From an optimization exercise on the open Yosys and OpenROAD flow, aimed at small area; shortcuts taken in it are not production practice. Where RTL was checked, it was by simulation tests only, not by an equivalence proof against the original. Only the layout flow was run in run 6; the RTL was not checked for function there. The clock port is modelled as an ideal driver; clocking choices that lean on that would not hold on a real chip. No activity file was given, so power comes from the tool's default toggle rates.

--- flow/standard.sh ---
#!/bin/bash
# synth_recipe.tcl (not shown) runs the flow's synth.tcl, then flattens the netlist and writes it again
# the make line also repeats each setting of config.mk as NAME=value (left out here)
make -C /OpenROAD-flow-scripts/flow DESIGN_CONFIG=/design/flow/config.mk WORK_HOME=/design/flow/orfs CLKGATE_MAP_FILE= SYNTH_SCRIPT=/design/flow/synth_recipe.tcl "${@:-finish}"
--- flow/config.mk ---
export PLATFORM = sky130hd
export DESIGN_NAME = channel_ctrl
export DESIGN_NICKNAME = channel_ctrl
export VERILOG_FILES = /design/flow/design.v
export SDC_FILE = /design/flow/constraint.sdc
export NUM_CORES = 4
export LEC_CHECK = 0
export CAP_MARGIN = 20
export CORE_MARGIN = 2
export CORE_UTILIZATION = 40
export SLEW_MARGIN = 20
--- flow/constraint.sdc ---
create_clock -name core_clock -period 10.0 [get_ports {clk}]
set_input_delay 2.0000 -clock core_clock [delete_from_list [all_inputs] [get_ports {clk}]]
set_output_delay 2.0000 -clock core_clock [all_outputs]
set_load 0.01 [all_outputs]
--- flow/design.v ---
module fifo_latch
    #(parameter W = 46)
    (output logic [W-1:0] data_out,
    output logic loaded,             
    output logic [2:0] fifo_count,   
    output logic fifo_full,
    output logic fifo_half,
    output logic fifo_empty,
    input logic [W-1:0] data_in,
    input logic we,                  
    input logic read_n,
    input logic write_n,             
    input logic clk,
    input logic reset_n);
logic [W-1:0] mem [0:6];
logic [2:0] read_pointer, write_pointer;
logic [3:0] diff;
always_comb begin
    diff = {1'b0, write_pointer} - {1'b0, read_pointer};
    fifo_count = diff[3] ? diff[2:0] + 3'd7 : diff[2:0];
    fifo_full = (fifo_count == 3'd6);
    fifo_half = (fifo_count >= 3'd3);
    fifo_empty = (write_pointer == read_pointer);
end
always_ff @(posedge clk or negedge reset_n)
    if (!reset_n)
        read_pointer <= '0;
    else if (!read_n & !fifo_empty)
        read_pointer <= (read_pointer == 3'd6) ? 3'd0 : read_pointer + 1'b1;
always_ff @(posedge clk or negedge reset_n)
    if (!reset_n)
        write_pointer <= '0;
    else if (!write_n & !fifo_full)
        write_pointer <= (write_pointer == 3'd6) ? 3'd0 : write_pointer + 1'b1;
always_ff @(posedge clk)
    if (we)
        mem[write_pointer] <= data_in;
logic [6:0] rsel;
logic [W-1:0] data_next;
always_comb begin
    for (int i = 0; i < 7; i++)
        rsel[i] = !read_n && (read_pointer == 3'(i));
    data_next = read_n ? data_out : '0;
    for (int i = 0; i < 7; i++)
        data_next = data_next | (mem[i] & {W{rsel[i]}});
end
always_ff @(negedge clk or negedge reset_n)
    if (!reset_n) begin
        data_out <= '0;
        loaded <= 1'b0;
    end else begin
        data_out <= data_next;
        if (!read_n)
            loaded <= 1'b1;
    end
endmodule  
module channel_ctrl
    #(parameter integer WIDTH = 64,
    parameter integer MAIN_FIFO_BITS = 12,
    parameter integer LOCAL_FIFO_DEPTH = 8)
    (output logic [WIDTH-2:0] channel_event,
    output logic [9:0] adc_word,
    output logic fifo_empty,
    output logic triggered_natural,
    output logic csa_reset,
    output logic sample,
    output logic clk_out,
    input logic channel_enabled,
    input logic hit,
    input logic [9:0] dout,
    input logic done,
    input logic [7:0] chip_id,
    input logic [5:0] channel_id,
    input logic [7:0] adc_burst,
    input logic [7:0] adc_hold_delay,
    input logic [31:0] timestamp_32b,
    input logic unsigned [7:0] reset_length,
    input logic enable_dynamic_reset,
    input logic cds_mode,
    input logic mark_first_packet,
    input logic read_local_fifo_n,
    input logic external_trigger,
    input logic cross_trigger,
    input logic periodic_trigger,
    input logic periodic_reset,
    input logic enable_min_delta_adc,
    input logic threshold_polarity,
    input logic [9:0] dynamic_reset_threshold,
    input logic [9:0] digital_threshold,
    input logic [7:0] min_delta_adc,
    input logic fifo_full,
    input logic fifo_half,
    input logic enable_local_fifo_diagnostics,
    input logic channel_mask,
    input logic external_trigger_mask,
    input logic cross_trigger_mask,
    input logic periodic_trigger_mask,
    input logic enable_periodic_trigger_veto,
    input logic enable_hit_veto,
    input logic clk,
    input logic reset_n);
localparam logic [3:0] IDLE = 4'h0,
            SAMPLE = 4'h1,
            GET_RESET_SAMPLE = 4'h2,
            RESET_CSA = 4'h3,
            CONVERT = 4'h4,
            SAR_DONE = 4'h5,
            SAVE_RESET_SAMPLE = 4'h6,
            REQUEST_READOUT = 4'h7,
            TRANSFER_RESET_SAMPLE = 4'h8,
            WAIT_STATE = 4'h9,
            TRANSFER_ADC_CODE = 4'ha;
logic [3:0] State, Next;
function automatic less8;
    input [7:0] a;
    input [7:0] b;
    integer i;
    begin
        less8 = 1'b0;
        for (i = 0; i < 8; i = i + 1)
            less8 = (a[i] ^ b[i]) ? b[i] : less8;
    end
endfunction
function automatic less10;
    input [9:0] a;
    input [9:0] b;
    integer i;
    begin
        less10 = 1'b0;
        for (i = 0; i < 10; i = i + 1)
            less10 = (a[i] ^ b[i]) ? b[i] : less10;
    end
endfunction
logic triggered_external, triggered_cross, triggered_periodic, triggered_channel;
logic [1:0] trigger_type, trigger_type_latched;
logic [7:0] sample_counter;
logic [27:0] ts_latched;
logic [7:0] adc_burst_counter, burst_next;
logic burst_lt, burst_zero;
logic [7:0] reset_counter;
logic [8:0] rst_diff;
logic rst_ge0, rst_ge2, rst_more;
logic [9:0] delta_adc;
logic rr_repeat, rr_polarity, delta_small, past_threshold;
logic [9:0] previous_adc_word;
logic first_conversion, periodic_reset_triggered, csa_reset_triggered;
logic csa_reset_flag, last_call, final_conversion, have_reset_sample;
logic write_local_fifo_n;
logic [2:0] local_fifo_count;
logic local_fifo_full, local_fifo_half, loaded;
logic [45:0] q_event, event_in;
logic [8:0] ev_live, ev_held;
logic is_reset_event, we_event;
always_comb clk_out = 1'b0;
always_comb begin
    triggered_natural = hit & ~channel_mask;
    triggered_external = external_trigger & ~external_trigger_mask;
    triggered_cross = cross_trigger & ~cross_trigger_mask;
    triggered_periodic = periodic_trigger & ~periodic_trigger_mask
        & ~(hit & enable_periodic_trigger_veto) & (State == IDLE);
    triggered_channel = triggered_natural | triggered_external
        | triggered_cross | triggered_periodic;
    case ({triggered_natural,triggered_external,
            triggered_cross,triggered_periodic})
        4'b0100: trigger_type = 2'b01;
        4'b0010: trigger_type = 2'b10;
        4'b0001: trigger_type = 2'b11;
        default: trigger_type = 2'b00;
    endcase
end
always_comb begin
    burst_next = adc_burst_counter + 8'd1;
    burst_lt = less8(adc_burst_counter, adc_burst);
    burst_zero = adc_burst_counter == 8'h00;
end
always_comb csa_reset = csa_reset_triggered | csa_reset_flag | periodic_reset_triggered;
always_comb begin
    rst_diff = {1'b0, reset_length} - {1'b0, reset_counter};
    rst_ge0 = ~rst_diff[8];                           
    rst_ge2 = ~rst_diff[8] & (rst_diff[7:1] != 7'd0);  
    rst_more = (reset_length[7:1] != 7'd0)             
        ? (~rst_diff[8] & (rst_diff[7:0] > 8'd2))
        : (reset_counter < {7'h7f, reset_length[0]});
end
always_ff @(posedge clk or negedge reset_n) begin
    if (!reset_n) begin
        csa_reset_flag <= 1'b0;
        reset_counter <= 8'h00;
    end else begin
        if (csa_reset_triggered) begin
            if (rst_ge2)
                csa_reset_flag <= 1'b1;
            reset_counter <= 8'h00;
        end else if (csa_reset_flag) begin
            if (rst_more)
                reset_counter <= reset_counter + 1'b1;
            else begin
                reset_counter <= 8'h00;
                csa_reset_flag <= 1'b0;
            end
        end else
            reset_counter <= 8'h00;
    end
end
always_ff @(posedge clk or negedge reset_n)
    if (!reset_n)
        State <= IDLE;
    else
        State <= Next;
always_comb begin
    case (State)
        IDLE:   if (channel_enabled & triggered_channel) Next = SAMPLE;
                else if (channel_enabled && cds_mode && !have_reset_sample
                        && burst_zero) Next = GET_RESET_SAMPLE;
                else Next = IDLE;
        SAMPLE: if (trigger_type_latched != 2'b00) Next = RESET_CSA;
                else if (less8(sample_counter, adc_hold_delay)) Next = SAMPLE;
                else if (burst_lt) Next = RESET_CSA;
                else if (enable_hit_veto & !hit) Next = IDLE;
                else Next = RESET_CSA;
        GET_RESET_SAMPLE: if (less8(sample_counter, adc_hold_delay)
                            && burst_lt) Next = GET_RESET_SAMPLE;
                else Next = CONVERT;
        RESET_CSA: Next = CONVERT;
        CONVERT: if (done) Next = SAR_DONE;
                else Next = CONVERT;
        SAR_DONE: if (cds_mode && !have_reset_sample && burst_zero)
                    Next = SAVE_RESET_SAMPLE;
                else Next = REQUEST_READOUT;
        SAVE_RESET_SAMPLE: Next = IDLE;
        REQUEST_READOUT: if (!local_fifo_full) begin
                    if (have_reset_sample) Next = TRANSFER_RESET_SAMPLE;
                    else Next = TRANSFER_ADC_CODE;
                end else Next = REQUEST_READOUT;
        TRANSFER_RESET_SAMPLE: Next = WAIT_STATE;
        WAIT_STATE: if (sample_counter[2]) Next = TRANSFER_ADC_CODE;
                else Next = WAIT_STATE;
        TRANSFER_ADC_CODE: if (!burst_lt || final_conversion) Next = IDLE;
                else Next = SAMPLE;
        default: Next = IDLE;
    endcase
end
always_ff @(posedge clk)
    if (Next == REQUEST_READOUT) begin
        rr_repeat <= (State == REQUEST_READOUT);
        rr_polarity <= threshold_polarity;
    end
always_comb begin
    delta_adc = (adc_word + ~previous_adc_word + {9'b0, rr_polarity})
                ^ {10{~rr_polarity}};
    past_threshold = threshold_polarity ? !less10(adc_word, dynamic_reset_threshold)
                                        : !less10(dynamic_reset_threshold, adc_word);
    delta_small = rr_repeat ? (min_delta_adc != 8'h00)
                            : less10(delta_adc, {2'b00, min_delta_adc});
end
always_ff @(posedge clk)
    if (Next == GET_RESET_SAMPLE)
        ts_latched <= timestamp_32b[27:0];
    else if (Next == RESET_CSA)
        ts_latched <= {mark_first_packet ? first_conversion : timestamp_32b[27],
                       timestamp_32b[26:0]};
always_ff @(posedge clk)
    if (Next == REQUEST_READOUT)
        ev_held <= ev_live;
always_ff @(posedge clk or negedge reset_n) begin
    if (!reset_n) begin
        csa_reset_triggered <= 1'b1;
        periodic_reset_triggered <= 1'b0;
        sample <= 1'b1;
        adc_word <= 10'b0;
        sample_counter <= 8'b0;
        adc_burst_counter <= 8'b0;
        trigger_type_latched <= 2'b0;
        write_local_fifo_n <= 1'b1;
        previous_adc_word <= 10'b0;
        first_conversion <= 1'b1;
        final_conversion <= 1'b0;
        last_call <= 1'b0;
        have_reset_sample <= 1'b0;
    end else begin
        csa_reset_triggered <= 1'b0;
        periodic_reset_triggered <= 1'b0;
        sample <= 1'b0;
        write_local_fifo_n <= 1'b1;
        case (Next)
            IDLE: begin
                sample <= 1'b1;
                adc_burst_counter <= 8'b0;
                trigger_type_latched <= 2'b0;
                adc_word <= 10'b0;
                first_conversion <= 1'b1;
                final_conversion <= 1'b0;
                previous_adc_word <= 10'b0;
                last_call <= 1'b0;
                if (periodic_reset)
                    periodic_reset_triggered <= 1'b1;
            end
            SAMPLE: begin
                adc_word <= 10'b0;
                sample_counter <= sample_counter + 1'b1;
                if (!burst_lt)
                    trigger_type_latched <= trigger_type;
                sample <= 1'b1;
                if (last_call)
                    final_conversion <= 1'b1;
            end
            GET_RESET_SAMPLE: begin
                adc_word <= 10'b0;
                sample_counter <= sample_counter + 1'b1;
            end
            RESET_CSA: begin
                if ((rst_ge0
                        && first_conversion && (adc_burst == 8'h00)
                        && !enable_dynamic_reset && !enable_min_delta_adc)
                    || (burst_next == adc_burst)
                    || final_conversion)
                    csa_reset_triggered <= 1'b1;
            end
            CONVERT: begin
                first_conversion <= 1'b0;
                last_call <= 1'b0;
                sample_counter <= 8'b0;
            end
            SAR_DONE: begin
                adc_word <= dout;
                sample <= 1'b1;
            end
            SAVE_RESET_SAMPLE: begin
                have_reset_sample <= 1'b1;
                sample <= 1'b1;
            end
            REQUEST_READOUT: begin
                sample <= 1'b1;
            end
            TRANSFER_RESET_SAMPLE: begin
                write_local_fifo_n <= 1'b0;
                sample <= 1'b1;
            end
            WAIT_STATE: begin
                have_reset_sample <= 1'b0;
                sample_counter <= sample_counter + 1'b1;
                sample <= 1'b1;
            end
            TRANSFER_ADC_CODE: begin
                sample_counter <= 8'b0;
                previous_adc_word <= adc_word;
                adc_burst_counter <= burst_next;
                if (!less10(adc_word, digital_threshold))
                    write_local_fifo_n <= 1'b0;
                sample <= 1'b1;
                if (final_conversion)
                    last_call <= 1'b0;
                else if (enable_dynamic_reset && past_threshold)
                    last_call <= 1'b1;
                else if (enable_min_delta_adc && delta_small)
                    last_call <= 1'b1;
            end
            default: ;
        endcase
    end
end
always_comb begin
    is_reset_event = (Next == SAVE_RESET_SAMPLE);
    we_event = is_reset_event | (State == TRANSFER_ADC_CODE);
    ev_live[3:0] = enable_local_fifo_diagnostics ? {1'b0, local_fifo_count + 3'd1}
                                                 : ts_latched[27:24];
    ev_live[4] = cds_mode;
    ev_live[6:5] = {fifo_full, fifo_half};
    ev_live[8:7] = {local_fifo_full, local_fifo_half};
    event_in[23:0] = ts_latched[23:0];
    if (is_reset_event) begin
        event_in[27:24] = ev_live[3:0];
        event_in[29:28] = 2'b11;
        event_in[43:42] = ev_live[6:5];
        event_in[45:44] = ev_live[8:7];
    end else begin
        event_in[27:24] = ev_held[3:0];
        event_in[29:28] = {ev_held[4], 1'b0};
        event_in[43:42] = ev_held[6:5];
        event_in[45:44] = ev_held[8:7];
    end
    event_in[39:30] = adc_word;
    event_in[41:40] = trigger_type_latched;
end
fifo_latch fifo_inst (
    .data_out   (q_event),
    .loaded     (loaded),
    .fifo_count (local_fifo_count),
    .fifo_full  (local_fifo_full),
    .fifo_half  (local_fifo_half),
    .fifo_empty (fifo_empty),
    .data_in    (event_in),
    .we         (we_event),
    .read_n     (read_local_fifo_n),
    .write_n    (write_local_fifo_n),
    .clk        (clk),
    .reset_n    (reset_n));
always_comb begin
    channel_event[1:0] = {1'b0, loaded};
    channel_event[9:2] = loaded ? chip_id : 8'h00;
    channel_event[15:10] = loaded ? channel_id : 6'h00;
    channel_event[61:16] = q_event;
    channel_event[62] = loaded;
end
endmodule
--- flow/flow/run.sh ---
#!/bin/bash
# Standard layout (the standard.sh), with the port buffers made from the
# smallest buffer cell and a clock tree of smaller buffers.
export BUFFER_PORTS_ARGS="-buffer_cell sky130_fd_sc_hd__buf_1"
export CTS_ARGS="-sink_clustering_enable -repair_clock_nets -dont_use_dummy_load -buf_list {sky130_fd_sc_hd__clkbuf_8} -root_buf sky130_fd_sc_hd__clkbuf_8 -sink_clustering_size 16 -sink_clustering_max_diameter 40"
bash standard.sh > standard.log 2>&1
==> impl_metrics.toml, run 1 <==
[clock_tree]
cts_setup_buffers = 0
clockRootBuffer = "clkbuf_8"
cts-resized-gates = 0
clk_pin_slew_ps = 40
cts_sinks = 473
tritoncts = "built"
clock_latency_ps = 650
ctsHoldBuffers = 0
htree_levels = 3
cts_max_path_buffers = 3
numCtsBuffers = 70

[power]
power.leakage_nw = 7.42
finalPower_mw = 5.93
p_int_mw = 3.85
pwr-share-clk_pct = 21.4
peakVddDrop_mv = 0.162
power.density_nw_per_um2 = 270
power_frac_comb_pct = 30.5
pwr-share-seq_pct = 48.1
switching_share_pct = 35.0
switching_power_mw = 2.07

[timing]
setup_viol = 0
final_max_slew_viol_count = 0
worst_slew_pin_slew_ps = 966
relSlewSlack_pct = 35.4
rsz0062_at_grt = "false"
hold_viol = 0
skew_ps = 94.5
setup_tns_ps = 0

[floorplanning]
initial_core_util_pct = 40.7
ios = 210
die_h_um = 225
coreArea_um2 = 47800
num_rows = 80
dieArea_um2 = 50400
fp.dieW_um = 225

[grt]
grt_max_degree = 56
grt_pass1_vias = 12300
grt_pass1_wl_mm = 73.7
antenna_found_initial = 0
grt-ovfl-total = 0
grt_usage_pct = 19.4

[layout]
drive_gt1_share_pct = 9.78
nNetsFinal = 1753
area_delta_synth_final_pct = 12.8
diodes = 0
final_cell_count_no_fill = 2200

[setup_path]
timing.rr.start = "fifo_inst.read_pointer[0]"
r2r_slack_ps = 2690
r2r_end = "fifo_inst.data_out[31]"
crit_fanout = 17
crit_type = "register to primary output"
cp-end-kind = "primary output"
r2r_cells = 7
arrival_ps = 6520
required_ps = 8000
worstSetupStartpointType = "register"

[synth]
synthCells = 1353
synthTopCellsByArea = "edfxtp_1 (56%), dfrtp_1 (7.8%), dfrtn_1 (6.0%), a22oi_1 (3.7%), ha_1 (1.9%)"
synth_cell_types = 77
syn_avg_cell_area_um2 = 14.4
ys.flop_type = "edfxtp_1"
ys_async_sr_fraction_pct = 23.7
synth_top_area_share_pct = 55.7
synth_top_area_cell = "edfxtp_1"
ys_seq_elements = 473
syn-cell-area_um2 = 19500
ys_warn_count = 2
synth_edf_count = 361
seq_area_frac_synth_pct = 70.1

[min_path]
whs_path_depth = 2
hold_end = "previous_adc_word[7]"
min-delay-start = "previous_adc_word[7]"
hp-class = "register to register"

[detailed_routing]
drtIter0Drc = 953
vias_per_cell = 5.57
routed_wirelength_mm = 48.4
post-route-drc-count = 0
firstDrtPassIters = 6
ant_nets = 0
routedWlPerCell_um = 22.0
vias = 12300

[run]
drv_cap = 0

[place]
place_inst = 2130
place_congestion = 0.833
dpl.hpwl_mm = 29.4
io_buffers = 203

[status]
outcome = "no timing/DRC/antenna violations"
[metal layers]
metal	part of all wire (%)	up-vias	global-route usage, %	routed length (um)
li1	-	5655	-	-
met1	44	6164	26.2	21300
met2	48	364	31.9	23200
met3	6.0	76	3.70	2910
met4	2.1	0	5.58	998
met5	0	-	0	0
[per-stage QoR]
step,hold slack [ps],instance area (um2),utilization [%],worst slack [ps]
finish,477,22000,45.9,1480
global route,527,22000,45.9,1370
CTS,484,22000,45.9,1430
detailed placement,475,21000,43.9,1090
global placement,464,21000,43.8,1130
floorplan,450,19500,-,1570
[registers in the layout, indices dropped and copies added, names as in the netlist, 2 cells and up]
name / count
ev_held: 9
fifo_inst.data_out: 46
trigger_type_latched: 2
fifo_inst.write_pointer: 3
fifo_inst.read_pointer: 3
reset_counter: 8
ts_latched: 28
fifo_inst.mem: 322
previous_adc_word: 10
sample_counter: 8
adc_word: 10
adc_burst_counter: 8
State: 4
[critical path, cell delays in order (launching register included)]
cell and delay [ps]:
dfrtn_1 620, and2_1 190, buf_1 160
[area by class of cell]
cell class	count	area, um2
clock buffer	70	963
fill	4257	25900
inverter	70	263
multi-input combinational	741	5300
sequential	473	13600
tap	615	769
timing repair buffer	231	1010
[worst max path at each step]
stage	startpoint	endpoint	slack (ps)
final	fifo_inst.loaded	channel_event[11]	1480
after global routing	fifo_inst.loaded	channel_event[14]	1370
after CTS	fifo_inst.loaded	channel_event[11]	1430
after detailed placement	read_local_fifo_n	fifo_inst.data_out[0]	1090
after global placement	read_local_fifo_n	fifo_inst.data_out[31]	1130
after floorplan	read_local_fifo_n	fifo_inst.data_out[11]	1570
[placed cells by master, fill, tap and decap left out, drive strengths merged, types with 12 or more instances in the layout]
cell	Yosys	final
edfxtp	361	361
buf	24	230
a22oi	96	96
nand2	90	90
clkbuf	46	71
inv	70	69
dfrtp	61	61
o21ai	54	54
dfrtn	47	47
nor2	35	35
a22o	32	32
nand3	32	32
nand4	31	31
ha	30	30
a222oi	29	29
xnor2	29	29
a21oi	27	27
a221oi	24	24
nor3	22	22
and2	20	20
maj3	18	18
nand2b	17	17
nor2b	16	16
xor2	14	14
and3	12	12
nor4	12	12
[synth_stat cells, drive strengths merged (30+ instances only)]
| cell | n |
|---|---|
| clkbuf | 46 |
| a22oi | 96 |
| a22o | 32 |
| edfxtp | 361 |
| ha | 30 |
| nand3 | 32 |
| dfrtp | 61 |
| dfrtn | 47 |
| nand4 | 31 |
| o21ai | 54 |
| nor2 | 35 |
| inv | 70 |
| nand2 | 90 |
[power by group through the flow]
stage | Combinational [mW] | Sequential (mW) | Clock, mW
2_1_floorplan | 1.26 | 2.81 | 0
3_3_place_gp | 1.79 | 2.88 | 0
3_5_place_dp | 1.82 | 2.90 | 0
4_1_cts | 1.83 | 2.86 | 1.31
5_1_grt | 2.02 | 2.90 | 1.39
6_report | 1.81 | 2.85 | 1.27
[logic make-up after synthesis]
family | count (synthesis) | synth area share, %
other | 1 | 0.0193
muxes | 11 | 0.636
xor gates and xnor gates | 43 | 1.93
and+or+nand+nor | 314 | 8.40
AOI/OAI and AO/OA | 319 | 12.5
buffers and inverters | 140 | 3.12
adders and majority gates | 52 | 3.30
DFF | 473 | 70.1
==> run 2: changes to the inputs <==
==> flow/flow/run.sh (replaced) <==
#!/bin/bash
# Standard layout (the standard.sh), with the port buffers made from the
# smallest buffer cell and a clock tree of smaller buffers.
export BUFFER_PORTS_ARGS="-buffer_cell sky130_fd_sc_hd__buf_1"
export CTS_ARGS="-sink_clustering_enable -repair_clock_nets -dont_use_dummy_load -buf_list {sky130_fd_sc_hd__clkbuf_4 sky130_fd_sc_hd__clkbuf_8} -root_buf sky130_fd_sc_hd__clkbuf_8 -sink_clustering_size 16 -sink_clustering_max_diameter 45"
bash standard.sh > standard.log 2>&1
==> run 2 against run 1 <==
  * Area after synthesis is the same
  * Non-clock buffer count is the same
  * Sequential cell count is the same
  * Via count shrank 0.24%
  * Die area is the same
  * Total power shrank 2.6%
  * Clock skew grew 22 ps
  * Hold slack lost 0.94 ps
  * Register-to-register slack lost 30 ps
  * Combinational power is essentially flat
  * Routed wire length shrank 0.36%
  * Largest power group unchanged
==> impl_metrics.toml, run 2 <==
[clock_tree]
cts-resized-gates = 0
numCtsBuffers = 56
clockRootBuffer = "clkbuf_8"
clk_pin_slew_ps = 50
cts_sinks = 473
clock_latency_ps = 680
cts_setup_buffers = 0
ctsHoldBuffers = 0
htree_levels = 2
cts_max_path_buffers = 3
tritoncts = "built"

[min_path]
whs_path_depth = 2
hp-class = "register to register"
hold_end = "previous_adc_word[7]"
min-delay-start = "previous_adc_word[7]"

[place]
place_congestion = 0.833
io_buffers = 203
dpl.hpwl_mm = 29.4

[synth]
synth_top_area_share_pct = 55.7
ys_seq_elements = 473
synth_top_area_cell = "edfxtp_1"
synth_cell_types = 77
syn-cell-area_um2 = 19500
synth_edf_count = 361
post-synth-top-count-cell = "edfxtp_1"
synthCells = 1353
ys.flop_type = "edfxtp_1"
syn_avg_cell_area_um2 = 14.4
seq_area_frac_synth_pct = 70.1
synthTopCellsByCount = "edfxtp_1 (361), a22oi_1 (96), nand2_1 (90), inv_1 (69), dfrtp_1 (61)"
ys_async_sr_fraction_pct = 23.7
synthTopCellsByArea = "edfxtp_1 (56%), dfrtp_1 (7.8%), dfrtn_1 (6.0%), a22oi_1 (3.7%), ha_1 (1.9%)"
ys_warn_count = 2

[detailed_routing]
drtIter0Drc = 949
ant_nets = 0
routed_wirelength_mm = 48.2
post-route-drc-count = 0
vias = 12200
routedWlPerCell_um = 22.1
firstDrtPassIters = 7
vias_per_cell = 5.59

[power]
pwr-share-seq_pct = 49.3
power.leakage_nw = 7.31
finalPower_mw = 5.77
peakVddDrop_mv = 0.121
p_int_mw = 3.73
switching_share_pct = 35.4
power_frac_comb_pct = 31.3
switching_power_mw = 2.04
power.density_nw_per_um2 = 265
pwr-share-clk_pct = 19.4

[timing]
holdWs_ps = 476
rsz0062_at_grt = "false"
hold_viol = 0
final_max_slew_viol_count = 0
relSlewSlack_pct = 35.6
setup_tns_ps = 0
setup_viol = 0
skew_ps = 117
worst_slew_pin_slew_ps = 966

[floorplanning]
fp.dieW_um = 225
initial_core_util_pct = 40.7
ios = 210
die_h_um = 225
coreArea_um2 = 47800
dieArea_um2 = 50400
num_rows = 80

[setup_path]
timing.rr.start = "fifo_inst.read_pointer[0]"
worstSetupStartpointType = "register"
arrival_ps = 6520
cp-end-kind = "primary output"
crit_fanout = 17
required_ps = 8000
r2r_cells = 7
r2r_end = "fifo_inst.data_out[32]"
r2r_slack_ps = 2660
crit_type = "register to primary output"

[grt]
grt-ovfl-total = 0
grt_pass1_vias = 12300
grt_max_degree = 56
grt_pass1_wl_mm = 73.5
gr-usage-met3_pct = 3.08
grt_most_used_layer = "met2"
grt_use_met1_pct = 26.0
antenna_found_initial = 0
grtUsageMet2_pct = 32.2
grt_usage_pct = 19.2

[layout]
drive_gt1_share_pct = 8.98
registers.top_by_ff_count = "fifo_inst.mem"
largestRegisters = "fifo_inst.mem: 322 flops, fifo_inst.data_out: 46 flops, ts_latched: 28 flops"
diodes = 0
nNetsFinal = 1739
area_delta_synth_final_pct = 11.8
layout_commonest_cell = "edfxtp_1"
largest_reg_flops = 322
mostFrequentLayoutCells = "edfxtp_1 (361), buf_1 (201), a22oi_1 (96)"

[run]
drv_cap = 0

[status]
outcome = "no timing/DRC/antenna violations"
run 2: cell types whose count changed in the layout (fill, tap and decap cells not counted):
| cell | change |
|---|---|
| clkbuf_8 | -14 |
run 2: metrics by stage:
stage	std cells	instance area (um2)	setup slack, ps	util [%]
5_1_grt	2186	21800	1360	45.5
3_3_place_gp	2129	21000	1130	43.8
3_5_place_dp	2130	21000	1090	43.9
2_1_floorplan	1354	19500	1570	-
6_report	2186	21800	1480	45.5
4_1_cts	2186	21800	1420	45.5
run 2: logic make-up (layout without fill, tap and decap cells):
family                   count (synthesis)  after routing  share of synthesized area [%]
AO/OA/AOI/OAI                          319            319                           12.5
other                                    1              2                         0.0193
flip-flops                             473            473                           70.1
buffers and inverters                  140            357                           3.12
XOR/XNOR                                43             43                           1.93
adder cells (fa/ha/maj)                 52             52                           3.30
AND/OR/NAND/NOR                        314            314                           8.40
multiplexers                            11             11                          0.636
run 2: final cells by class:
class / instances / area, um2
clock buffers: 56 / 771
inverters: 70 / 263
flip-flops and latches: 473 / 13600
fillers: 4270 / 26100
repair buffers: 231 / 1010
well taps: 615 / 769
multi-input cells: 741 / 5300
run 2: power groups by stage:
stage / sequential (mW) / clock, mW / combinational, mW
after floorplan: 2.81 / 0 / 1.26
after global placement: 2.88 / 0 / 1.79
after detailed placement: 2.90 / 0 / 1.82
after CTS: 2.86 / 1.16 / 1.83
after global routing: 2.89 / 1.23 / 2.02
final: 2.85 / 1.12 / 1.81
run 2: how the worst max path moves through the flow:
stage,start,end,slack (ps)
floorplan,read_local_fifo_n,fifo_inst.data_out[11],1570
global placement,read_local_fifo_n,fifo_inst.data_out[31],1130
detailed placement,read_local_fifo_n,fifo_inst.data_out[0],1090
CTS,fifo_inst.loaded,channel_event[11],1420
global route,fifo_inst.loaded,channel_event[14],1360
finish,fifo_inst.loaded,channel_event[11],1480
run 2: per-layer routing:
metal	wire length, um	vias to the layer above
met2	23300	380
met1	21300	6151
met3	2660	70
li1	-	5628
met5	0	-
met4	975	0
run 2: worst max-delay path, cell delays in order, from the launching register on:
cell and delay, ps:
dfrtn_1 620, and2_1 190, buf_1 160
==> run 3: changes to the inputs <==
==> flow/flow/run.sh (replaced) <==
#!/bin/bash
# Standard layout (the standard.sh), with the port buffers made from the
# smallest buffer cell and a clock tree of smaller buffers.
export BUFFER_PORTS_ARGS="-buffer_cell sky130_fd_sc_hd__buf_1"
export CTS_ARGS="-sink_clustering_enable -repair_clock_nets -dont_use_dummy_load -buf_list {sky130_fd_sc_hd__clkbuf_8} -root_buf sky130_fd_sc_hd__clkbuf_8 -sink_clustering_size 22 -sink_clustering_max_diameter 50"
bash standard.sh > standard.log 2>&1
==> run 3 against run 2 <==
  * Via count shrank 0.63%
  * Combinational power is essentially flat
  * Clock-buffer cell count shrank 14
  * Area after synthesis is the same
  * Global-route usage is essentially flat
  * Register-to-register slack is essentially flat
  * Highest routed layer unchanged
  * Critical endpoint unchanged
  * Non-clock buffer count is the same
  * Final cell count shrank 0.64%
  * Critical path type unchanged
  * Clock power shrank 13%
  * Sequential power is essentially flat
==> impl_metrics.toml, run 3 <==
[status]
outcome = "no timing/DRC/antenna violations"

[timing]
final_max_slew_viol_count = 0
skew_ps = 120
setup_ws_ps = 1490
relSlewSlack_pct = 33.2
worst_slew_pin_slew_ps = 999
holdWs_ps = 483
setup_tns_ps = 0
hold_viol = 0
setup_viol = 0
rsz0062_at_grt = "false"

[setup_path]
r2r_slack_ps = 2660
required_ps = 8000
crit_fanout = 17
r2r_cells = 7
crit_end = "channel_event[11]"
worstSetupStartpointType = "register"
arrival_ps = 6510
startpoint = "fifo_inst.loaded"
cp-end-kind = "primary output"
crit_type = "register to primary output"
r2r_end = "fifo_inst.data_out[36]"
timing.rr.start = "fifo_inst.read_pointer[0]"

[synth]
syn-cell-area_um2 = 19500
syn_avg_cell_area_um2 = 14.4
synth_cell_types = 77
ys.flop_type = "edfxtp_1"
synthTopCellsByCount = "edfxtp_1 (361), a22oi_1 (96), nand2_1 (90), inv_1 (69), dfrtp_1 (61)"
seq_area_frac_synth_pct = 70.1
ys_seq_elements = 473
synth_top_area_share_pct = 55.7
synth_edf_count = 361
post-synth-top-count-cell = "edfxtp_1"
ys_async_sr_fraction_pct = 23.7
synth_top_area_cell = "edfxtp_1"
ys_warn_count = 2
synthTopCellsByArea = "edfxtp_1 (56%), dfrtp_1 (7.8%), dfrtn_1 (6.0%), a22oi_1 (3.7%), ha_1 (1.9%)"
synthCells = 1353

[clock_tree]
cts_max_path_buffers = 3
cts_sinks = 473
cts_setup_buffers = 0
tritoncts = "built"
clock_latency_ps = 670
ctsHoldBuffers = 0
numCtsBuffers = 42
htree_levels = 2
clockRootBuffer = "clkbuf_8"
clk_pin_slew_ps = 70
cts-resized-gates = 0

[layout]
final_cell_count_no_fill = 2172
largestRegisters = "fifo_inst.mem: 322 flops, fifo_inst.data_out: 46 flops, ts_latched: 28 flops"
layout_commonest_cell = "edfxtp_1"
registers.top_by_ff_count = "fifo_inst.mem"
diodes = 0
nNetsFinal = 1725
fillCellCount = 4303
area_delta_synth_final_pct = 10.8
final_cell_area_um2 = 21600
mostFrequentLayoutCells = "edfxtp_1 (361), buf_1 (201), a22oi_1 (96)"
largest_reg_flops = 322
drive_gt1_share_pct = 8.16

[detailed_routing]
firstDrtPassIters = 8
vias = 12200
routedWlPerCell_um = 22.2
post-route-drc-count = 0
vias_per_cell = 5.59
ant_nets = 0
routed_wirelength_mm = 48.1
drtIter0Drc = 1013

[grt]
grt_pass1_wl_mm = 73.2
grt_max_degree = 56
grt-ovfl-total = 0
grt_usage_pct = 19.2
grt_pass1_vias = 12100
antenna_found_initial = 0

[min_path]
hp-class = "register to register"

[floorplanning]
coreArea_um2 = 47800
fp.dieW_um = 225
ios = 210
die_h_um = 225
dieArea_um2 = 50400
num_rows = 80
initial_core_util_pct = 40.7

[power]
power.leakage_nw = 7.21
peakVddDrop_mv = 0.121
power.density_nw_per_um2 = 261

[place]
io_buffers = 203
place_inst = 2130
dpl.hpwl_mm = 29.4
dpl_cell_area_um2 = 21000
place_congestion = 0.833
place_ws_ps = 1090

[run]
drv_cap = 0
## run 3: cell counts after synthesis
Identical to the previous run, type by type.
## run 3: through the flow
stage	total power [mW]	utilization (%)
final	5.63	45.1
after floorplan	4.08	-
after detailed placement	4.71	43.9
after global placement	4.66	43.8
after global routing	6.00	45.1
after CTS	5.69	45.1
## run 3: area by class of cell
cell class | count | area [um2] | area share (%)
Inverter | 70 | 263 | 1.22
Tap cell | 615 | 769 | 3.57
Sequential cell | 473 | 13600 | 63.3
Multi-Input combinational cell | 741 | 5300 | 24.6
Timing Repair Buffer | 231 | 1010 | 4.68
Clock buffer | 42 | 578 | 2.68
## run 3: cell families after synthesis
| family | Yosys count | synth area share [%] |
|---|---|---|
| other | 1 | 0.0193 |
| AOI/OAI and AO/OA | 319 | 12.5 |
| DFF | 473 | 70.1 |
| buffers and inverters | 140 | 3.12 |
| muxes | 11 | 0.636 |
| and+or+nand+nor | 314 | 8.40 |
| adders and majority gates | 52 | 3.30 |
| xor gates and xnor gates | 43 | 1.93 |
## run 3: critical path, stage by stage, from the launching register on
cell and delay, ps:
dfrtn_1 610, and2_1 190, buf_1 160
## run 3: worst min-delay path by stage
stage | from | to | slack (ps) | cells past startpoint
detailed placement | previous_adc_word[2] | previous_adc_word[2] | 470 | 2
floorplan | previous_adc_word[2] | previous_adc_word[2] | 450 | 2
CTS | previous_adc_word[2] | previous_adc_word[2] | 490 | 2
finish | previous_adc_word[7] | previous_adc_word[7] | 480 | 2
global route | previous_adc_word[6] | previous_adc_word[6] | 530 | 2
global placement | previous_adc_word[2] | previous_adc_word[2] | 460 | 2
## run 3: metal layers
layer  global-route usage [%]  share of wire, %  up-vias
li1                         -                 -     5602
met1                     26.3                44     6164
met4                     4.34               1.7        0
met5                        0                 0        -
met2                     32.1                48      329
met3                     3.24               5.4       57
## run 3: power by group
| group | switching, mW | total [mW] | internal, mW |
|---|---|---|---|
| clock | 0.596 | 0.971 | 0.375 |
| combinational | 1.16 | 1.82 | 0.663 |
| sequential | 0.273 | 2.85 | 2.57 |
==> run 4: changes to the inputs <==
==> flow/flow/run.sh (replaced) <==
#!/bin/bash
# Standard layout (the standard.sh), with the port buffers made from the
# smallest buffer cell and a clock tree of smaller buffers.
export BUFFER_PORTS_ARGS="-buffer_cell sky130_fd_sc_hd__buf_1"
export CTS_ARGS="-sink_clustering_enable -repair_clock_nets -dont_use_dummy_load -buf_list {sky130_fd_sc_hd__clkbuf_8} -root_buf sky130_fd_sc_hd__clkbuf_8 -sink_clustering_size 18 -sink_clustering_max_diameter 50"
bash standard.sh > standard.log 2>&1
==> run 4 against run 3 <==
  * Still clean on timing, DRC and antenna
  * Hold slack gained 1.7 ps
  * Routed wire length grew 0.38%
  * Synthesized cell count is the same
  * Sequential power is essentially flat
  * Via count grew 0.30%
  * Combinational power is essentially flat
  * Total power grew 0.61%
  * Cell area grew 0.19%
  * Final cell count grew 0.14%
  * Critical path type unchanged
==> impl_metrics.toml, run 4 <==
[layout]
largest_reg_flops = 322
nNetsFinal = 1728
fillCellCount = 4302
drive_gt1_share_pct = 8.33
multi_input_area_um2 = 5300
diodes = 0
area_delta_synth_final_pct = 11.0
ff_latch_area_um2 = 13600
layout_commonest_cell = "edfxtp_1"
registers.top_by_ff_count = "fifo_inst.mem"
largestRegisters = "fifo_inst.mem: 322 flops, fifo_inst.data_out: 46 flops, ts_latched: 28 flops"
mostFrequentLayoutCells = "edfxtp_1 (361), buf_1 (201), a22oi_1 (96)"

[clock_tree]
tritoncts = "built"
cts_sinks = 473
clk_pin_slew_ps = 70
cts_setup_buffers = 0
numCtsBuffers = 45
clockRootBuffer = "clkbuf_8"
cts-resized-gates = 0
ctsHoldBuffers = 0
htree_levels = 2
clock_latency_ps = 650
cts_max_path_buffers = 3

[place]
place_congestion = 0.833
io_buffers = 203
dpl.hpwl_mm = 29.4

[floorplanning]
die_h_um = 225
fp.dieW_um = 225
coreArea_um2 = 47800
num_rows = 80
initial_core_util_pct = 40.7
ios = 210
dieArea_um2 = 50400

[status]
outcome = "no timing/DRC/antenna violations"

[synth]
ys_seq_elements = 473
ys.flop_type = "edfxtp_1"
synthTopCellsByCount = "edfxtp_1 (361), a22oi_1 (96), nand2_1 (90), inv_1 (69), dfrtp_1 (61)"
synth_cell_types = 77
synth_top_area_share_pct = 55.7
synth_edf_count = 361
synth_top_area_cell = "edfxtp_1"
synthTopCellsByArea = "edfxtp_1 (56%), dfrtp_1 (7.8%), dfrtn_1 (6.0%), a22oi_1 (3.7%), ha_1 (1.9%)"
syn-cell-area_um2 = 19500
post-synth-top-count-cell = "edfxtp_1"
ys_warn_count = 2
syn_avg_cell_area_um2 = 14.4
ys_async_sr_fraction_pct = 23.7
seq_area_frac_synth_pct = 70.1
synthCells = 1353

[setup_path]
crit_type = "register to primary output"
worstSetupStartpointType = "register"
crit_fanout = 17
cp-end-kind = "primary output"
r2r_cells = 7
required_ps = 8000
arrival_ps = 6500

[detailed_routing]
vias_per_cell = 5.60
drtIter0Drc = 1063
vias = 12200
ant_nets = 0
routedWlPerCell_um = 22.2
post-route-drc-count = 0
firstDrtPassIters = 7
routed_wirelength_mm = 48.3

[min_path]
whs_path_depth = 2
hp-class = "register to register"

[power]
peakVddDrop_mv = 0.120
power.density_nw_per_um2 = 262
finalPower_mw = 5.67
power.leakage_nw = 7.24

[timing]
worst_slew_pin_slew_ps = 1000
setup_viol = 0
skew_ps = 112
relSlewSlack_pct = 33.2
final_max_slew_viol_count = 0
hold_viol = 0
rsz0062_at_grt = "false"
setup_tns_ps = 0

[grt]
grt-ovfl-total = 0
grt_max_degree = 56
grt_usage_pct = 19.2
grt_pass1_vias = 12200
antenna_found_initial = 0
grt_pass1_wl_mm = 73.3

[run]
drv_cap = 0
run 4: cell types whose count changed in the layout (fill, tap and decap cells not counted), sizes merged:
cell	delta
clkbuf	+3
run 4: final cells by class:
class / count / area share (%)
multi-input combinational: 741 / 24.5
sequential: 473 / 63.1
inverter: 70 / 1.22
clock buffer: 45 / 2.87
tap: 615 / 3.56
timing repair buffer: 231 / 4.67
run 4: cell families (layout without fill, tap and decap cells):
group | count (synthesis) | count (layout) | synth area share [%]
xor+xnor | 43 | 43 | 1.93
other cells | 1 | 2 | 0.0193
simple gates | 314 | 314 | 8.40
buf+inv | 140 | 346 | 3.12
flops | 473 | 473 | 70.1
mux | 11 | 11 | 0.636
fa+ha+maj | 52 | 52 | 3.30
compound gates | 319 | 319 | 12.5
run 4: final timing paths:
path,start,to,slack [ps]
setup / recovery,fifo_inst.loaded,channel_event[11],1500
hold / removal,previous_adc_word[7],previous_adc_word[7],480
setup reg to reg,fifo_inst.read_pointer[0],fifo_inst.data_out[36],2690
hold reg to reg,previous_adc_word[7],previous_adc_word[7],480
max in group asynchronous,reset_n,fifo_inst.loaded,2880
min in group asynchronous,reset_n,fifo_inst.read_pointer[1],1520
run 4: stage by stage:
stage / cells / util [%] / worst slack, ps / hold slack [ps] / cell area (um2)
CTS: 2175 / 45.2 / 1440 / 487 / 21600
detailed placement: 2130 / 43.9 / 1090 / 475 / 21000
finish: 2175 / 45.2 / 1500 / 484 / 21600
global route: 2175 / 45.2 / 1370 / 530 / 21600
global placement: 2129 / 43.8 / 1130 / 464 / 21000
floorplan: 1354 / - / 1570 / 450 / 19500
run 4: layer usage:
layer | vias to the layer above | track usage, % | wire, um
li1 | 5604 | - | -
met5 | - | 0 | 0
met1 | 6159 | 26.4 | 21500
met2 | 362 | 32.1 | 23200
met4 | 0 | 5.11 | 952
met3 | 64 | 2.77 | 2660
run 4: power by group:
part | switching, mW | internal, mW
Sequential | 0.272 | 2.57
Combinational | 1.15 | 0.663
Clock | 0.607 | 0.400
Total | 2.03 | 3.64
run 4: worst max-delay path, stage by stage (launching register included):
cell and delay, ps:
dfrtn_1 610, and2_1 190, buf_1 160
==> run 5: changes to the inputs <==
==> flow/flow/run.sh (replaced) <==
#!/bin/bash
# Standard layout (the standard.sh), with the port buffers made from the
# smallest buffer cell and a clock tree of smaller buffers.
export BUFFER_PORTS_ARGS="-buffer_cell sky130_fd_sc_hd__buf_1"
export CTS_ARGS="-sink_clustering_enable -repair_clock_nets -dont_use_dummy_load -buf_list {sky130_fd_sc_hd__clkbuf_8} -root_buf sky130_fd_sc_hd__clkbuf_8 -sink_clustering_size 20 -sink_clustering_max_diameter 50"
export POST_CTS_TCL="$PWD/flow/post_cts.tcl"
bash standard.sh > standard.log 2>&1
==> flow/flow/post_cts.tcl (new file) <==
# Sourced by ORFS at the end of CTS (POST_CTS_TCL): downsize cells on paths
# with slack to spare, then repair slew and capacitance again.
estimate_parasitics -placement
repair_timing -recover_power 100 -verbose
repair_design -slew_margin 20 -cap_margin 20 -verbose
detailed_placement
check_placement -verbose
==> run 5 against run 4 <==
  * Total power down 0.34%
  * Critical path type unchanged
  * Clock skew down 0.81 ps
  * Cell area up 0.36%
  * Hold slack worse by 2.7 ps
  * First-iteration DRC count down 7.0%
  * Utilization up 0.16 points
  * Combinational power about the same
  * Clock-buffer cell count down 2
  * Final cell count up 0.41%
  * Largest cell class unchanged
  * Clock power about the same
==> impl_metrics.toml, run 5 <==
[timing]
relSlewSlack_pct = 28.0
worst_slew_pin_slew_ps = 1080
setup_tns_ps = 0
rsz0062_at_grt = "false"
skew_ps = 111
hold_viol = 0
final_max_slew_viol_count = 0
setup_viol = 0

[layout]
diodes = 0
drive_gt1_share_pct = 7.46
largestRegisters = "fifo_inst.mem: 322 flops, fifo_inst.data_out: 46 flops, ts_latched: 28 flops"
area_delta_synth_final_pct = 11.4
registers.top_by_ff_count = "fifo_inst.mem"
fillCellCount = 4312
nNetsFinal = 1737
largest_reg_flops = 322
mostFrequentLayoutCells = "edfxtp_1 (361), buf_1 (196), a22oi_1 (96)"
layout_commonest_cell = "edfxtp_1"

[grt]
grtUsageMet2_pct = 32.2
grt_usage_pct = 19.3
grt_most_used_layer = "met2"
grt_pass1_vias = 12200
gr-usage-met3_pct = 3.24
antenna_found_initial = 0
grt_pass1_wl_mm = 73.5
grt-ovfl-total = 0
grt_max_degree = 56
grt_use_met1_pct = 26.6

[detailed_routing]
firstDrtPassIters = 6
vias_per_cell = 5.61
routed_wirelength_mm = 48.1
vias = 12200
ant_nets = 0
routedWlPerCell_um = 22.0
drtIter0Drc = 989
post-route-drc-count = 0

[floorplanning]
num_rows = 80
coreArea_um2 = 47800
fp.dieW_um = 225
dieArea_um2 = 50400
initial_core_util_pct = 40.7
die_h_um = 225
ios = 210

[power]
power.density_nw_per_um2 = 260
peakVddDrop_mv = 0.121
finalPower_mw = 5.65
power.leakage_nw = 7.29

[synth]
synthAdderAreaFrac_pct = 3.30
ys_warn_count = 2
synth_top_area_share_pct = 55.7
synthTopCellsByArea = "edfxtp_1 (56%), dfrtp_1 (7.8%), dfrtn_1 (6.0%), a22oi_1 (3.7%), ha_1 (1.9%)"
ys_async_sr_fraction_pct = 23.7
synthTopCellsByCount = "edfxtp_1 (361), a22oi_1 (96), nand2_1 (90), inv_1 (69), dfrtp_1 (61)"
synthCells = 1353
synth_xor_area_share_pct = 1.93
synth-compound-area-share_pct = 12.5
syn_avg_cell_area_um2 = 14.4
synth_top_area_cell = "edfxtp_1"
syn-cell-area_um2 = 19500
post-synth-top-count-cell = "edfxtp_1"
synthMuxAreaShare_pct = 0.636
ys_seq_elements = 473
synth_edf_count = 361
seq_area_frac_synth_pct = 70.1
yosys.area_share.simple_pct = 8.40
synth_top_family_by_area = "compound AO/OA/AOI/OAI gates"
ys.flop_type = "edfxtp_1"
synth_cell_types = 77

[run]
drv_cap = 0

[setup_path]
timing.rr.start = "fifo_inst.read_pointer[0]"
crit_path_cell_trace = "and2_1 > buf_1"
cp_slowest_cell = "dfrtn_1"
r2r_cells = 7
cp_slowest_stage_delay_ps = 620
r2r_slack_ps = 2660
path_buf_inv = 1
required_ps = 8000
arrival_ps = 6530
path_depth = 2
crit_end = "channel_event[11]"
cpLargestDelayFamily = "flip-flops"
crit_fanout = 17
crit_type = "register to primary output"
startpoint = "fifo_inst.loaded"
worstSetupStartpointType = "register"
cp-end-kind = "primary output"
r2r_end = "fifo_inst.data_out[35]"

[clock_tree]
clock_latency_ps = 670
clk_pin_slew_ps = 50
tritoncts = "built"
cts_sinks = 473

[place]
place_congestion = 0.833
dpl.hpwl_mm = 29.4
io_buffers = 203

[status]
outcome = "no timing/DRC/antenna violations"

[min_path]
hp-class = "register to register"
==> run 5: cell types whose count changed in the layout (fill, tap and decap cells not counted), sizes merged <==
cell	before	now
buf	230	225
clkbuf	46	60
==> run 5: where the power goes <==
| part | internal (mW) | switching (mW) | leakage (nW) |
|---|---|---|---|
| combinational | 0.673 | 1.14 | 2.27 |
| clock | 0.384 | 0.605 | 0.309 |
| sequential | 2.57 | 0.271 | 4.71 |
==> run 5: worst min-delay path by stage <==
stage                              start              endpoint  depth (start not counted)
floorplan           previous_adc_word[2]  previous_adc_word[2]                          2
global route        previous_adc_word[6]  previous_adc_word[6]                          2
finish              previous_adc_word[2]  previous_adc_word[2]                          2
global placement    previous_adc_word[2]  previous_adc_word[2]                          2
detailed placement  previous_adc_word[2]  previous_adc_word[2]                          2
==> run 5: worst reg2reg max path, stage by stage (launching register included) <==
cell	delay [ps]
dfrtp_1	530
and2_1	230
ha_1	180
nor2b_4	190
buf_4	340
a22o_1	300
a221oi_1	230
nand3_1	120
==> run 5: cell type report <==
| cell class | count | area [um2] | area share, % |
|---|---|---|---|
| flip-flops and latches | 473 | 13600 | 62.9 |
| multi-input cells | 741 | 5240 | 24.2 |
| repair buffers | 242 | 1180 | 5.43 |
| well taps | 615 | 769 | 3.55 |
| clock buffers | 43 | 592 | 2.73 |
| inverters | 70 | 263 | 1.21 |
==> run 5: kinds of logic (layout without fill, tap and decap cells) <==
family,count (synthesis),after routing
AND/OR/NAND/NOR,314,314
other,1,2
adder cells (fa/ha/maj),52,52
AO/OA/AOI/OAI,319,319
buffers and inverters,140,355
multiplexers,11,11
flip-flops,473,473
XOR/XNOR,43,43
==> run 5: per-layer routing <==
| layer | part of all wire (%) | up-vias |
|---|---|---|
| met5 | 0 | - |
| met4 | 1.6 | 0 |
| met3 | 6.1 | 59 |
| met2 | 49 | 373 |
| met1 | 44 | 6186 |
| li1 | - | 5629 |
==> run 5: stage by stage <==
step           instance area, um2  setup slack (ps)  hold slack (ps)  cells  util (%)
3_3_place_gp                21000              1130              464   2129      43.8
6_report                    21700              1470              482   2184      45.3
3_5_place_dp                21000              1090              475   2130      43.9
5_1_grt                     21700              1360              530   2184      45.3
2_1_floorplan               19500              1570              450   1354         -
==> run 6: changes to the inputs <==
--- a/flow/design.v
+++ b/flow/design.v
@@ -15,6 +15,7 @@
 logic [W-1:0] mem [0:6];
 logic [2:0] read_pointer, write_pointer;
 logic [3:0] diff;
+logic loaded_q;
 always_comb begin
     diff = {1'b0, write_pointer} - {1'b0, read_pointer};
     fifo_count = diff[3] ? diff[2:0] + 3'd7 : diff[2:0];
@@ -36,23 +37,25 @@
     if (we)
         mem[write_pointer] <= data_in;
 logic [6:0] rsel;
-logic [W-1:0] data_next;
+logic rd, hsel;
+logic [W-1:0] data_hold;
 always_comb begin
+    rd = !read_n && !fifo_empty;
     for (int i = 0; i < 7; i++)
-        rsel[i] = !read_n && (read_pointer == 3'(i));
-    data_next = read_n ? data_out : '0;
+        rsel[i] = rd && (read_pointer == 3'(i));
+    hsel = !rd && loaded_q;
+    data_out = data_hold & {W{hsel}};
     for (int i = 0; i < 7; i++)
-        data_next = data_next | (mem[i] & {W{rsel[i]}});
+        data_out = data_out | (mem[i] & {W{rsel[i]}});
+    loaded = loaded_q | rd;
 end
-always_ff @(negedge clk or negedge reset_n)
-    if (!reset_n) begin
-        data_out <= '0;
-        loaded <= 1'b0;
-    end else begin
-        data_out <= data_next;
-        if (!read_n)
-            loaded <= 1'b1;
-    end
+always_ff @(posedge clk)
+    data_hold <= data_out;
+always_ff @(posedge clk or negedge reset_n)
+    if (!reset_n)
+        loaded_q <= 1'b0;
+    else if (rd)
+        loaded_q <= 1'b1;
 endmodule  
 module channel_ctrl
     #(parameter integer WIDTH = 64,
==> flow/flow/run.sh (replaced) <==
#!/bin/bash
# Standard layout (the standard.sh), with the port buffers made from the
# smallest buffer cell and a clock tree of smaller buffers.
export BUFFER_PORTS_ARGS="-buffer_cell sky130_fd_sc_hd__buf_1"
export CTS_ARGS="-sink_clustering_enable -repair_clock_nets -dont_use_dummy_load -buf_list {sky130_fd_sc_hd__clkbuf_8} -root_buf sky130_fd_sc_hd__clkbuf_8 -sink_clustering_size 20 -sink_clustering_max_diameter 50"
bash standard.sh > standard.log 2>&1
removed: flow/flow/post_cts.tcl
==> run 6 against run 5 <==
  * Die area grew 2.1%
  * Critical endpoint is now channel_event[55]
  * First-iteration DRC count grew 4.8%
  * Clock power shrank 2.3%
  * Via count grew 1.5%
  * Setup slack gained 1700 ps
  * Area after synthesis grew 2.1%
  * Largest power group unchanged
  * Critical path depth grew 9
  * Combinational power grew 34%
  * Non-clock buffer count shrank 14
  * Sequential power grew 4%
  * Routed wire length grew 1.8%
==> impl_metrics.toml, run 6 <==
[floorplanning]
dieArea_um2 = 51500
initial_core_util_pct = 40.6
die_h_um = 227
coreArea_um2 = 49000
num_rows = 81
fp.dieW_um = 227
ios = 210

[layout]
nNetsFinal = 1790
drive_gt1_share_pct = 8.08
registers.top_by_ff_count = "fifo_inst.mem"
layout_commonest_cell = "edfxtp_1"
largest_reg_flops = 322
mostFrequentLayoutCells = "edfxtp_1 (361), buf_1 (202), nor2_1 (79)"
diodes = 0
final_cell_area_um2 = 22000
area_delta_synth_final_pct = 10.5
largestRegisters = "fifo_inst.mem: 322 flops, fifo_inst.data_hold: 46 flops, ts_latched: 28 flops"

[power]
power.density_nw_per_um2 = 289
peakVddDrop_mv = 0.223
power.leakage_nw = 7.56

[synth]
syn_avg_cell_area_um2 = 13.9
ys.flop_type = "edfxtp_1"
synth_edf_count = 361
synth_cell_types = 92
synth_top_area_cell = "edfxtp_1"
ys_warn_count = 2
syn-cell-area_um2 = 19900
post-synth-top-count-cell = "edfxtp_1"
synthTopCellsByCount = "edfxtp_1 (361), nor2_1 (85), a21oi_1 (74), dfrtp_1 (62)"
synthTopCellsByArea = "edfxtp_1 (55%), dfrtp_1 (7.8%), dfxtp_1 (4.6%), mux2i_1 (2.8%), a222oi_1 (2.3%)"
ys_seq_elements = 473
synthCells = 1428
synth_top_area_share_pct = 54.5
seq_area_frac_synth_pct = 67.5
ys_async_sr_fraction_pct = 14.0

[detailed_routing]
routed_wirelength_mm = 49.0
drtIter0Drc = 1036
post-route-drc-count = 0
firstDrtPassIters = 7
vias_per_cell = 5.44
vias = 12400
ant_nets = 0
routedWlPerCell_um = 21.4

[timing]
final_max_slew_viol_count = 0
hold_viol = 0
period_minus_slack_ps = 6860
setup_tns_ps = 0
setup_viol = 0
timing.final.crit_share_pct = 68.6
relSlewSlack_pct = 30.1
worst_slew_pin_slew_ps = 1050
skew_ps = 124
rsz0062_at_grt = "false"
fmax_ghz = 0.146
holdWs_ps = 456

[setup_path]
arrival_ps = 4860
crit_type = "register to primary output"
cpMostUsedCell = "buf_4"
crit_fanout = 52
path_buf_inv = 4
crit_path_cell_trace = "inv_1 > ha_1 > and3_1 > nor2_1 > buf_4 > nand2_1 > nor2_4 > buf_4 > a21oi_1 > nand3_1 > buf_1"
cp_slowest_cell = "dfrtp_4"
cpLargestDelayFamily = "simple AND/OR/NAND/NOR gates"
cp_slowest_stage_delay_ps = 1120
required_ps = 8000
cp-end-kind = "primary output"
worstSetupStartpointType = "register"

[place]
dpl_cell_area_um2 = 21400
dpl.hpwl_mm = 29.6
io_buffers = 203
place_congestion = 0.867

[clock_tree]
cts-resized-gates = 0
clockRootBuffer = "clkbuf_8"
numCtsBuffers = 42
tritoncts = "built"
cts_max_path_buffers = 3
cts_setup_buffers = 0
clk_pin_slew_ps = 100
clock_latency_ps = 660
cts_sinks = 473
htree_levels = 2
ctsHoldBuffers = 0

[status]
outcome = "no timing/DRC/antenna violations"

[run]
drv_cap = 0

[grt]
grt_max_degree = 67
antenna_found_initial = 1
grt_usage_pct = 19.1
grt-ovfl-total = 0
grt_pass1_vias = 12500
grt_pass1_wl_mm = 73.8

[min_path]
hp-class = "register to register"
run 6: cell types whose count changed after synthesis, moves of 46 or more:
cell / before / now
dfxtp_1: 0 / 46
a22oi_1: 96 / 48
nor2_1: 35 / 85
dfrtn_1: 47 / 0
a21oi_1: 22 / 74
nand2_1: 90 / 37
mux2i_1: 0 / 55
run 6: worst register-to-register path, cell delays in order, from the launching register on:
cell      delay (ps)
dfrtp_4         1120
inv_1            250
ha_1             440
o21ai_0          120
nand2b_1         130
xor2_1           320
inv_1             80
ha_1             220
nand2_1          120
a21oi_1          100
a2111o_1         790
nor4b_4          760
buf_4            300
o21ai_0          290
nor2_4           750
buf_4            540
run 6: final cells by class:
class,count,area (um2)
Sequential cell,473,13400
Fill cell,4464,27000
Tap cell,664,831
Inverter,63,239
Timing Repair Buffer,228,971
Multi-Input combinational cell,816,5930
Clock buffer,42,578
run 6: metal layers:
layer / up-vias / routed length, um / share of wire (%) / GRT usage (%)
met4: 2 / 1070 / 2.2 / 5.38
met5: - / 13 / 0.027 / 0
met1: 6166 / 21600 / 44 / 26.5
met3: 69 / 3020 / 6.2 / 3.29
li1: 5826 / - / - / -
met2: 372 / 23300 / 47 / 31.2
run 6: logic make-up after synthesis:
| logic type | after synthesis | share of synthesized area (%) |
|---|---|---|
| mux | 69 | 3.56 |
| compound gates | 312 | 11.9 |
| other cells | 1 | 0.0189 |
| buf+inv | 140 | 3.15 |
| fa+ha+maj | 48 | 2.96 |
| xor+xnor | 41 | 1.84 |
| flops | 473 | 67.5 |
| simple gates | 344 | 9.09 |
run 6: power breakdown:
group          total (mW)  internal [mW]  switching [mW]
sequential           2.96           2.64           0.320
combinational        2.43          0.893            1.53
clock               0.966          0.375           0.591
total                6.36           3.91            2.44
run 6: stage by stage:
stage | setup WS, ps | cells | utilization [%] | power (mW)
after floorplan | 2320 | 1429 | - | 4.61
after global placement | 2860 | 2243 | 43.7 | 5.40
after detailed placement | 2760 | 2243 | 43.7 | 5.46
after CTS | 2960 | 2285 | 44.8 | 6.43
after global routing | 2730 | 2286 | 44.9 | 6.78
final | 3140 | 2286 | 44.9 | 6.36
run 6: final timing paths:
| path | cells past startpoint | slack [ps] | to | start |
|---|---|---|---|---|
| min | 2 | 460 | fifo_inst.data_hold[32] | fifo_inst.mem[3][32] |
| min reg2reg | 2 | 460 | fifo_inst.data_hold[32] | fifo_inst.mem[3][32] |
| max | 11 | 3140 | channel_event[55] | fifo_inst.read_pointer[2] |
| max reg2reg | 15 | 3260 | fifo_inst.mem[6][39] | fifo_inst.read_pointer[2] |
| min in group asynchronous | 2 | 1580 | fifo_inst.read_pointer[0] | reset_n |
| max in group asynchronous | 2 | 7740 | State[0] | reset_n |
==> run 7: changes to the inputs <==
--- a/flow/design.v
+++ b/flow/design.v
@@ -15,7 +15,7 @@
 logic [W-1:0] mem [0:6];
 logic [2:0] read_pointer, write_pointer;
 logic [3:0] diff;
-logic loaded_q;
+logic loaded_q, running;
 always_comb begin
     diff = {1'b0, write_pointer} - {1'b0, read_pointer};
     fifo_count = diff[3] ? diff[2:0] + 3'd7 : diff[2:0];
@@ -40,10 +40,10 @@
 logic rd, hsel;
 logic [W-1:0] data_hold;
 always_comb begin
-    rd = !read_n && !fifo_empty;
+    rd = !read_n && running;
     for (int i = 0; i < 7; i++)
         rsel[i] = rd && (read_pointer == 3'(i));
-    hsel = !rd && loaded_q;
+    hsel = read_n && loaded_q;
     data_out = data_hold & {W{hsel}};
     for (int i = 0; i < 7; i++)
         data_out = data_out | (mem[i] & {W{rsel[i]}});
@@ -53,6 +53,11 @@
     data_hold <= data_out;
 always_ff @(posedge clk or negedge reset_n)
     if (!reset_n)
+        running <= 1'b0;
+    else
+        running <= 1'b1;
+always_ff @(posedge clk or negedge reset_n)
+    if (!reset_n)
         loaded_q <= 1'b0;
     else if (rd)
         loaded_q <= 1'b1;
==> run 7 against run 6 <==
  * Still clean on timing, DRC and antenna
  * Cell area fell by 3.6%
  * Routed wire length fell by 4.8%
  * Final cell count fell by 6.0%
  * Hold slack improved by 15 ps
  * Largest cell class unchanged
  * Largest power group unchanged
==> impl_metrics.toml, run 7 <==
[status]
outcome = "no timing/DRC/antenna violations"

[layout]
final_cell_area_um2 = 21200
mostFrequentLayoutCells = "edfxtp_1 (361), buf_1 (202), a222oi_1 (93)"
area_delta_synth_final_pct = 10.4
nNetsFinal = 1701
fillCellCount = 4270
drive_gt1_share_pct = 7.83
layout_commonest_cell = "edfxtp_1"
registers.top_by_ff_count = "fifo_inst.mem"
largest_reg_flops = 322
largestRegisters = "fifo_inst.mem: 322 flops, fifo_inst.data_hold: 46 flops, ts_latched: 28 flops"

[place]
place_ws_ps = 3030
dpl_cell_area_um2 = 20600
io_buffers = 203
dpl.hpwl_mm = 27.8
place_congestion = 0.858

[synth]
synth_xor_area_share_pct = 1.96
synth-compound-area-share_pct = 12.4
synth_top_family_by_area = "compound AO/OA/AOI/OAI gates"
post-synth-top-count-cell = "edfxtp_1"
ys_warn_count = 2
ys_seq_elements = 474
syn-cell-area_um2 = 19200
synth_top_area_share_pct = 56.5
synthTopCellsByArea = "edfxtp_1 (57%), dfrtp_1 (8.2%), a222oi_1 (4.9%), dfxtp_1 (4.8%), ha_1 (2.0%)"
yosys.area_share.simple_pct = 8.11
synthAdderAreaFrac_pct = 3.67
synthMuxAreaShare_pct = 0.685
synth_edf_count = 361
synthTopCellsByCount = "edfxtp_1 (361), a222oi_1 (93), dfrtp_1 (63), nand2_1 (62), inv_1 (60)"
synth_top_area_cell = "edfxtp_1"
synthCells = 1340
ys_async_sr_fraction_pct = 14.1
seq_area_frac_synth_pct = 70.1
synth_cell_types = 79
ys.flop_type = "edfxtp_1"
syn_avg_cell_area_um2 = 14.3

[detailed_routing]
routedWlPerCell_um = 21.7
post-route-drc-count = 0
routed_wirelength_mm = 46.6
firstDrtPassIters = 6
vias = 12100
drtIter0Drc = 1242
ant_nets = 0
vias_per_cell = 5.65

[timing]
final_max_slew_viol_count = 0
timing.final.crit_share_pct = 63.3
fmax_ghz = 0.158
holdWs_ps = 472
relSlewSlack_pct = 38.6
setup_tns_ps = 0
setup_viol = 0
setup_ws_ps = 3670
worst_slew_pin_slew_ps = 919
skew_ps = 88.5
rsz0062_at_grt = "false"
period_minus_slack_ps = 6330
hold_viol = 0

[power]
power.leakage_nw = 7.07
power.density_nw_per_um2 = 250
peakVddDrop_mv = 0.114

[floorplanning]
coreArea_um2 = 47500
fp.dieW_um = 223
initial_core_util_pct = 40.4
num_rows = 80
die_h_um = 223
dieArea_um2 = 49700
ios = 210

[setup_path]
timing.rr.start = "fifo_inst.read_pointer[1]"
r2r_slack_ps = 3910
crit_fanout = 27
worstSetupStartpointType = "primary input"
arrival_ps = 6590
crit_type = "primary input to register"
required_ps = 10260
crit_end = "fifo_inst.mem[4][4]"
r2r_cells = 17
r2r_end = "fifo_inst.mem[4][4]"
cp-end-kind = "register"
startpoint = "adc_hold_delay[5]"

[clock_tree]
tritoncts = "built"
cts_max_path_buffers = 3
htree_levels = 2
clockRootBuffer = "clkbuf_8"
clock_latency_ps = 650
clk_pin_slew_ps = 120
cts_setup_buffers = 0
cts_sinks = 474
numCtsBuffers = 40
cts-resized-gates = 0
ctsHoldBuffers = 0

[grt]
grt_pass1_wl_mm = 72.0
grt-ovfl-total = 0
grt_usage_pct = 18.9
grt_max_degree = 68
antenna_found_initial = 2
grt_pass1_vias = 12200

[run]
drv_cap = 0

[min_path]
min-delay-start = "fifo_inst.mem[0][45]"
hp-class = "register to register"
==> run 7: layout make-up <==
type	count	area [um2]	share of cell area, %
flip-flops and latches	474	13400	63.5
multi-input cells	727	5250	24.8
repair buffers	223	913	4.31
well taps	615	769	3.63
clock buffers	40	551	2.60
inverters	69	259	1.22
diodes	1	2.50	0.0118
==> run 7: worst min-delay path by stage <==
stage / depth (start not counted) / end
finish: 2 / fifo_inst.data_hold[45]
global route: 2 / fifo_inst.data_hold[45]
CTS: 2 / fifo_inst.data_hold[45]
detailed placement: 1 / fifo_inst.loaded_q
global placement: 1 / fifo_inst.loaded_q
floorplan: 1 / fifo_inst.loaded_q
==> run 7: critical path, stage by stage <==
cell and delay, ps:
buf_1 80, nand2b_1 140, maj3_1 360, maj3_1 370, o21ai_2 140, a41oi_1 190, a211oi_2 760, nand3_1 710
nand2_1 280, nand2b_1 250, nor2_4 740, buf_4 550
==> run 7: where the power goes <==
part	internal [mW]	switching, mW
combinational	0.554	1.04
sequential	2.53	0.216
clock	0.359	0.590
total	3.45	1.84
==> run 7: stage by stage <==
stage	power, mW	instances	util, %
after floorplan	3.84	1341	-
after global placement	4.36	2108	43.4
after detailed placement	4.40	2108	43.4
after CTS	5.35	2148	44.6
after global routing	5.64	2149	44.6
final	5.29	2149	44.6
==> run 7: kinds of logic (layout without fill, tap and decap cells) <==
logic type               after synthesis  in the layout
flip-flops                           474            474
AND/OR/NAND/NOR                      307            307
AO/OA/AOI/OAI                        305            305
buffers and inverters                140            332
adder cells (fa/ha/maj)               58             58
XOR/XNOR                              42             42
multiplexers                          12             12
other                                  2              4
==> run 7: layer usage <==
metal	global-route usage, %	vias up	wire length, um
li1	-	5592	-
met1	25.5	6111	20500
met2	31.2	387	22400
met3	4.12	57	3060
met4	4.20	2	696
met5	0	-	10

[static timing again, ports no longer ideal]
In the flow no input, the clock included, has a driving cell. The finished layouts below were timed again as built, in two steps. Step 1 (the two cells are an assumption about what drives the block):
set clk [get_ports {clk}]
set_driving_cell -lib_cell sky130_fd_sc_hd__clkbuf_16 $clk
set_driving_cell -lib_cell sky130_fd_sc_hd__buf_2 [delete_from_list [all_inputs] $clk]
Step 2 moves the port delays by t, midway between the first and last clock arrival at a register: inputs arrive t later, outputs are due t later. That takes back most of the time a late clock gives input paths. a / b / c = ideal / step 1 / step 2; a / b = the first two.
run	t, ns	slack for setup (ns)	pins driven straight from the clock port
run 6	0.650	3.137 / 3.086 / 2.907	1
run 7	0.658	3.672 / 3.681 / 3.037	1
After both steps every run listed still meets setup and hold. The setup slack of run 7, which loses most, moves by +0.009 ns with the drivers and by -0.635 ns with both steps.
